This design comes from an exercise in tuning for small area and a short achievable clock period on the open sky130 flow, not from production work. Only simulation tests tie the RTL to the original design; equivalence was not proved. Power figures rest on the tool's default switching activity, not on a simulated workload.

## design/flow/design.v

```verilog
module risc_v_pipeline_cpu(
    input clk,
    input reset,
    output [31:0] instr_addr,
    input [31:0] instruction,
    output [31:0] data_addr,
    output [31:0] data_write,
    input [31:0] data_read,
    output mem_write_en,
    output mem_read_en
);
    reg [31:0] pc;
    reg [31:0] ifid_ins;
    reg        ifid_v;
    reg        ex_rw, ex_mr, ex_mw, ex_br, ex_jp;
    reg        ex_m2r;
    reg [4:0]  ex_rd;
    reg [31:0] ex_a, ex_r2;
    reg [11:0] ex_imm;
    reg [31:0] ex_tgt;
    reg        ex_fa, ex_fs, ex_bM, ex_bI, ex_bR;
    reg        ex_sub, ex_arith, ex_and, ex_or, ex_xor, ex_sl, ex_sh, ex_sra;
    reg        ex_slt, ex_sltu;
    reg        mm_rw, mm_mr, mm_mw, mm_tk;
    reg        mm_m2r;
    reg [4:0]  mm_rd;
    reg [31:0] mm_res, mm_sd, mm_tgt;
    reg        wb_rw;
    reg [4:0]  wb_rd;
    reg [31:0] wb_d;
    reg [32*32-1:0] rf;    
    wire [6:0] op  = ifid_ins[6:0];
    wire [4:0] rs1 = ifid_ins[19:15];
    wire [4:0] rs2 = ifid_ins[24:20];
    wire [4:0] rd  = ifid_ins[11:7];
    wire [2:0] f3  = ifid_ins[14:12];
    wire       f75 = ifid_ins[30];
    wire isR    = (op == 7'b0110011);
    wire isI    = (op == 7'b0010011);
    wire isLD   = (op == 7'b0000011);
    wire isST   = (op == 7'b0100011);
    wire isB    = (op == 7'b1100011);
    wire isJAL  = (op == 7'b1101111);
    wire isJALR = (op == 7'b1100111);
    wire d_rw  = isR | isI | isLD | isJAL | isJALR;
    wire d_src = isI | isLD | isST | isJALR;
    wire flush = mm_tk | ex_jp;
    wire stall = ifid_v & ex_mr &
                 (((ex_rd == rs1) & (rs1 != 5'd0)) | ((ex_rd == rs2) & (rs2 != 5'd0)));
    reg [31:0] rf1, rf2;
    integer k;
    always @(*) begin
        rf1 = 32'd0;
        rf2 = 32'd0;
        for (k = 1; k < 32; k = k + 1) begin
            rf1 = rf1 | ({32{rs1 == k}} & rf[k*32 +: 32]);
            rf2 = rf2 | ({32{rs2 == k}} & rf[k*32 +: 32]);
        end
    end
    wire sel_ld = mm_m2r & ~reset;
    wire sel_al = ~mm_m2r & ~reset;
    wire [31:0] wb_next = ({32{sel_ld}} & data_read) | ({32{sel_al}} & mm_res);
    wire wbh1 = mm_rw & (mm_rd == rs1);
    wire wbh2 = mm_rw & (mm_rd == rs2);
    wire fa_n = ex_rw & (ex_rd == rs1);
    wire fs_n = ex_rw & (ex_rd == rs2);
    wire useF3 = op[4] & ~op[6];
    wire f3_0 = (f3 == 3'b000), f3_1 = (f3 == 3'b001), f3_2 = (f3 == 3'b010),
         f3_3 = (f3 == 3'b011), f3_4 = (f3 == 3'b100), f3_5 = (f3 == 3'b101),
         f3_6 = (f3 == 3'b110), f3_7 = (f3 == 3'b111);
    wire [31:0] immI = {{20{ifid_ins[31]}}, ifid_ins[31:20]};
    wire [31:0] immB = {{20{ifid_ins[31]}}, ifid_ins[7], ifid_ins[30:25], ifid_ins[11:8], 1'b0};
    wire [31:0] immJ = {{12{ifid_ins[31]}}, ifid_ins[19:12], ifid_ins[20], ifid_ins[30:21], 1'b0};
    wire [31:0] timm = op[3] ? immJ : (op[2] ? immI : immB);
    wire [31:0] cs_s = {~(pc[31:2] ^ timm[31:2]), pc[1:0] ^ timm[1:0]};
    wire [31:0] cs_c = {(pc[30:2] | timm[30:2]), pc[1:0] & timm[1:0], 1'b0};
    wire [31:0] tgt  = cs_s + cs_c;
    assign instr_addr = pc;
    always @(posedge clk or posedge reset) begin
        if (reset)
            pc <= 32'd0;
        else if (mm_tk)
            pc <= mm_tgt;
        else if (~stall | ex_jp)
            pc <= pc + 32'd4;
    end
    always @(posedge clk or posedge reset) begin
        if (reset)
            ifid_v <= 1'b0;
        else if (flush)
            ifid_v <= 1'b0;
        else if (~stall)
            ifid_v <= 1'b1;
    end
    always @(posedge clk) begin
        if (~stall)
            ifid_ins <= instruction;
    end
    always @(posedge clk or posedge reset) begin
        if (reset) begin
            ex_rw <= 1'b0; ex_mr <= 1'b0; ex_mw <= 1'b0; ex_br <= 1'b0; ex_jp <= 1'b0;
        end else if (flush) begin
            ex_rw <= 1'b0; ex_mr <= 1'b0; ex_mw <= 1'b0; ex_br <= 1'b0; ex_jp <= 1'b0;
        end else begin
            ex_rw <= ifid_v & ~stall & d_rw & (rd != 5'd0);
            ex_mr <= ifid_v & ~stall & isLD;
            ex_mw <= ifid_v & ~stall & isST;
            ex_br <= ifid_v & isB;
            ex_jp <= ifid_v & (isJAL | isJALR);
        end
    end
    always @(posedge clk) begin
        ex_m2r <= isLD;
        ex_rd  <= rd;
        ex_a   <= wbh1 ? wb_next : rf1;
        ex_r2  <= wbh2 ? wb_next : rf2;
        ex_imm <= isST ? {ifid_ins[31:25], ifid_ins[11:7]} : ifid_ins[31:20];
        ex_tgt <= tgt;
        ex_fa  <= fa_n;
        ex_fs  <= fs_n;
        ex_bM  <= ~d_src & fs_n;
        ex_bI  <= d_src;
        ex_bR  <= ~d_src & ~fs_n;
        ex_sub   <= useF3 & ((f3_0 & f75 & op[5]) | f3_2 | f3_3);
        ex_arith <= ~useF3 | f3_0;
        ex_and   <= useF3 & f3_7;
        ex_or    <= useF3 & f3_6;
        ex_xor   <= useF3 & f3_4;
        ex_sl    <= useF3 & f3_1;
        ex_sh    <= useF3 & (f3_1 | f3_5);
        ex_sra   <= useF3 & f3_5 & f75;
        ex_slt   <= useF3 & f3_2;
        ex_sltu  <= useF3 & f3_3;
    end
    wire [31:0] opA = ex_fa ? mm_res : ex_a;
    wire [31:0] sd  = ex_fs ? mm_res : ex_r2;
    wire [31:0] opB = ({32{ex_bM}} & mm_res) |
                      ({32{ex_bI}} & {{20{ex_imm[11]}}, ex_imm}) |
                      ({32{ex_bR}} & ex_r2);
    wire [31:0] addB = opB ^ {32{ex_sub}};
    wire [32:0] sum  = {1'b0, opA} + {1'b0, addB} + {32'd0, ex_sub};
    wire ltu = ~sum[32];
    wire lt  = (opA[31] ^ opB[31]) ? opA[31] : sum[31];
    function [31:0] rev32(input [31:0] x);
        integer j;
        for (j = 0; j < 32; j = j + 1) rev32[j] = x[31 - j];
    endfunction
    wire [31:0] sh_in  = ex_sl ? rev32(opA) : opA;
    wire        fill   = ex_sra & opA[31];
    wire [63:0] sh_ext = {{32{fill}}, sh_in} >> opB[4:0];
    wire [31:0] sh_out = ex_sl ? rev32(sh_ext[31:0]) : sh_ext[31:0];
    wire [31:0] res = ({32{ex_arith}} & sum[31:0]) |
                      ({32{ex_and}} & (opA & opB)) |
                      ({32{ex_or}}  & (opA | opB)) |
                      ({32{ex_xor}} & (opA ^ opB)) |
                      ({32{ex_sh}}  & sh_out) |
                      {31'd0, (ex_slt & lt) | (ex_sltu & ltu)};
    wire tk = (ex_br & (opA == sd)) | ex_jp;
    always @(posedge clk or posedge reset) begin
        if (reset) begin
            mm_rw <= 1'b0; mm_mr <= 1'b0; mm_mw <= 1'b0; mm_tk <= 1'b0;
        end else begin
            mm_rw <= ex_rw; mm_mr <= ex_mr; mm_mw <= ex_mw; mm_tk <= tk;
        end
    end
    always @(posedge clk) begin
        mm_m2r <= ex_m2r;
        mm_rd  <= ex_rd;
        mm_res <= res;
        mm_sd  <= sd;
        mm_tgt <= ex_tgt;
    end
    assign data_addr    = mm_res;
    assign data_write   = mm_sd;
    assign mem_write_en = mm_mw;
    assign mem_read_en  = mm_mr;
    always @(posedge clk or posedge reset) begin
        if (reset)
            wb_rw <= 1'b0;
        else
            wb_rw <= mm_rw;
    end
    always @(posedge clk) begin
        wb_rd <= mm_rd;
        wb_d  <= wb_next;
    end
    integer w;
    always @(posedge clk) begin
        for (w = 1; w < 32; w = w + 1)
            if (reset | (wb_rw & (wb_rd == w)))
                rf[w*32 +: 32] <= wb_d;
    end
endmodule
```

## design/flow/run.sh

```bash
#!/bin/bash
# synth_recipe.tcl (not shown) runs the flow's synth.tcl, then flattens the netlist and writes it again
# the make line also repeats each setting of config.mk as NAME=value (left out here)
make -C /OpenROAD-flow-scripts/flow DESIGN_CONFIG=/design/flow/config.mk WORK_HOME=/design/flow/orfs CLKGATE_MAP_FILE= SYNTH_SCRIPT=/design/flow/synth_recipe.tcl finish
```

## design/flow/config.mk

```make
export PLATFORM = sky130hd
export DESIGN_NAME = risc_v_pipeline_cpu
export DESIGN_NICKNAME = risc_v_pipeline_cpu
export VERILOG_FILES = /design/flow/design.v
export SDC_FILE = /design/flow/constraint.sdc
export NUM_CORES = 4
export LEC_CHECK = 0
export CAP_MARGIN = 20
export CORE_MARGIN = 2
export CORE_UTILIZATION = 40
export SLEW_MARGIN = 20
```

## design/flow/constraint.sdc

```tcl
create_clock -name core_clock -period 9.0 [get_ports {clk}]
set_input_delay 1.8000 -clock core_clock [delete_from_list [all_inputs] [get_ports {clk}]]
set_output_delay 1.8000 -clock core_clock [all_outputs]
set_load 0.01 [all_outputs]
```

==> impl_metrics.json <==
{
  "utilization": 0.4653,
  "ff2ff_setup_slack_ps": 3620,
  "p_leak_nw": 25.14,
  "yosys.area.top_type": "edfxtp_1",
  "endpoint_kind": "register",
  "gp_congestion": 1.004,
  "finalSetupViolCount": 0,
  "hold_class": "register to register",
  "cts_tree": "built",
  "multiInputGateArea_sq_mm": 0.02252,
  "cts_buffers": 139,
  "cp_top_family": "compound AO/OA/AOI/OAI gates",
  "holdCritStartpoint": "ex_tgt[4]",
  "cts_setup_buffers": 0,
  "h-tree-depth": 4,
  "clkLatencyLatePin_ps": 810,
  "wl_per_cell_um": 39.79,
  "wl_mm": 281.3,
  "placementRows": 143,
  "hold_end": "mm_tgt[4]",
  "status": "complete, no violations",
  "critical_path.max_fanout": 38,
  "die_w_um": 394.1,
  "die_area_sq_mm": 0.1553,
  "clock.fmax_mhz": 185.8,
  "rsz0062_at_grt": "no",
  "syn-num-nets": 4992,
  "synth_area_leaders": "edfxtp_1, dfxtp_1, a22oi_1, a221oi_1, a22o_1",
  "holdPathStages": 0,
  "syn_to_final_growth_pct": 15.84,
  "ir_drop_v": 0.0001825,
  "regArea_sq_mm": 0.03720,
  "syn_area_per_cell_sq_um": 12.77,
  "routed_via_density": 7.140,
  "grt_pass1_wl_mm": 379.9,
  "start_util": 0.4016,
  "io_buffers": 163,
  "drive_gt1_frac": 0.1244,
  "crit_slowest_cell": "a2111oi_1",
  "async_reset_ff_frac": 0.03221,
  "layout_min_cycle_time_ps": 5383,
  "cts-root-buf": "clkbuf_16",
  "crit_arrival_ps": 6070,
  "rr_startpoint": "ex_bR",
  "crit_path_max_incr_delay_ps": 910,
  "cts_resized": 0,
  "first_iter_violations": 11090,
  "reg2regPathDepth": 18,
  "ys_ff_latch": 1335,
  "dpl_cell_area_sq_mm": 0.06567,
  "fillers": 13327,
  "yosys_most_used_dff": "edfxtp_1",
  "maxSlewViolCount": 0,
  "io_pins": 164,
  "worstMarginPinSlew_ps": 1307,
  "reg2reg_to": "mm_res[26]",
  "synth_area_sq_mm": 0.06087,
  "cts_max_path_buffers": 3,
  "cp.required_ps": 9680,
  "grt_start_max_net_pins": 65,
  "grt_pass1_vias": 47299,
  "hpwl_mm": 164.1,
  "crit_top_cell": "buf_4",
  "power.total_mw": 20.02,
  "cp-start-kind": "register",
  "synthCells": 4767,
  "ys_seq_area_frac": 0.6110,
  "clk_pin_slew_ps": 70,
  "antenna_found_initial": 16,
  "cap_violations": 0,
  "post-synth-top-count-cell": "edfxtp_1",
  "hold_ws_ps": 314.6,
  "relSlewSlack": 0.1217,
  "synth-edff-count": 1024,
  "ys_warn_count": 1,
  "timing.final.crit_share": 0.5981,
  "first_pass_iters": 14,
  "power.density_mw_per_mm2": 283.9,
  "finClkSkew_ps": 42.45,
  "cts_hold_buf": 0,
  "grt-ovfl-total": 0,
  "final_nets": 5136,
  "postRouteAntennaNets": 0,
  "drc": 0,
  "worstPathCellList": "buf_4 > a22oi_1 > nand2_1 > buf_4 > inv_1 > buf_4 > xnor2_1 > inv_1 > fa_1 > nor2b_1 > o311ai_1 > a2111oi_1 > o21ai_1 > a211oi_1 > or2_1 > a41o_1 > xor2_1 > a221o_1",
  "timing.critical_path.buf_inv": 5,
  "num_vias": 50475,
  "fin_area_sq_mm": 0.07051,
  "die_height_um": 394.1,
  "setup.worst_path.start": "ex_bR",
  "fin_setup_tns_ps": 0,
  "hold_violations": 0,
  "core_area_sq_mm": 0.1515,
  "yosysTopAreaCellShare": 0.5052,
  "clock_sinks": 1335,
  "synth_commonest_cells": "edfxtp_1, a22oi_1, nor2_1, clkbuf_1, dfxtp_1",
  "track_usage": 0.3485,
  "synth.distinct_cells": 92,
  "worstSetupPathType": "register to register"
}
-- state kept, by name, indices dropped and copies added (netlist names), 5 cells and up --
signal	count
ex_rd	5
ex_imm	12
pc	32
mm_tgt	32
wb_d	32
ex_a	32
ifid_ins	32
mm_res	32
wb_rd	5
ex_tgt	32
rf	992
mm_rd	5
mm_sd	32
ex_r2	32
-- how the worst max path moves through the flow --
stage | endpoint | slack (ps) | depth (start not counted)
final | mm_res[26] | 3620 | 18
after global routing | mm_res[26] | 3310 | 18
after CTS | mm_res[26] | 3770 | 18
after detailed placement | mm_res[26] | 3780 | 18
after global placement | mm_res[26] | 3400 | 18
after floorplan | rf[128] | 3680 | 4
-- area by class of cell --
class | instances | share of cell area
antenna | 14 | 0.0004969
clock buffer | 181 | 0.05437
multi-input combinational | 2933 | 0.3194
tap | 2030 | 0.03602
sequential | 1335 | 0.5275
inverter | 182 | 0.009724
clock inverter | 74 | 0.01265
timing repair buffer | 320 | 0.03978
-- cells by family after synthesis --
| group | after synthesis | synth area share |
|---|---|---|
| AO/OA/AOI/OAI | 1547 | 0.1928 |
| adder cells (fa/ha/maj) | 159 | 0.03293 |
| multiplexers | 182 | 0.03963 |
| flip-flops | 1335 | 0.6110 |
| AND/OR/NAND/NOR | 912 | 0.07244 |
| XOR/XNOR | 133 | 0.01926 |
| buffers and inverters | 499 | 0.03196 |
-- power breakdown --
group | internal [mW] | leakage [nW] | switching [mW] | total (mW)
Clock | 3.38 | 2.29 | 2.61 | 5.99
Sequential | 8.28 | 13.3 | 1.22 | 9.51
Combinational | 1.67 | 9.59 | 2.84 | 4.51
Total | 13.3 | 25.1 | 6.68 | 20.0
-- metal layers --
| layer | vias up | part of all wire | GRT usage |
|---|---|---|---|
| li1 | 19571 | - | - |
| met1 | 24388 | 0.34 | 0.4207 |
| met2 | 5087 | 0.41 | 0.5013 |
| met3 | 1404 | 0.16 | 0.1475 |
| met4 | 25 | 0.087 | 0.2410 |
| met5 | - | 0.0018 | 0.01355 |
-- through the flow --
| stage | instances | setup slack [ps] |
|---|---|---|
| after floorplan | 4767 | 3677 |
| after global placement | 6799 | 3400 |
| after detailed placement | 6799 | 3778 |
| after CTS | 7054 | 3774 |
| after global routing | 7059 | 3306 |
| final | 7069 | 3617 |
-- layout by cell type (no fill, tap or decap), types with 28 or more instances in the layout --
master           instances
inv_1                  168
edfxtp_1              1024
o21ai_0                 97
xnor2_1                106
clkbuf_1                29
mux4_2                  29
clkbuf_16              145
clkdlybuf4s50_1        162
dfxtp_1                263
dfrtp_1                 42
a21o_1                  29
ha_1                   157
nand3_1                110
nor2_4                  53
a221oi_1               263
a222oi_1                72
a22o_1                 236
buf_4                  156
a22oi_1                441
a21oi_1                191
nand2_1                142
mux2i_1                 81
nor4_1                  28
nand4_1                144
nor3_1                  77
mux2_2                  48
nor2_1                 226

## what the ideal ports hide
The flow's constraints put no driver on any port. The routed layout listed below was extracted and timed again, unchanged, in two steps.
Step 1 sets driving cells, clkbuf_16 on the clock port and buf_2 on the other inputs (assumed; they add their load-dependent delay and slew).
Step 2 moves the port delays by t, midway between the first and last clock arrival at a register: inputs arrive t later, outputs are due t later. That takes back most of the time a late clock gives input paths.
Slacks: ideal ports / drivers / drivers and shift; pairs: ideal ports / drivers.
t, ns: 0.871
setup slack, ns: 3.617 / 3.617 / 3.617
cell pins on the clock port's net: 1
After both steps setup and hold are still met in this run. The setup slack of this run moves by 0.000 ns with the drivers and by 0.000 ns with both steps.
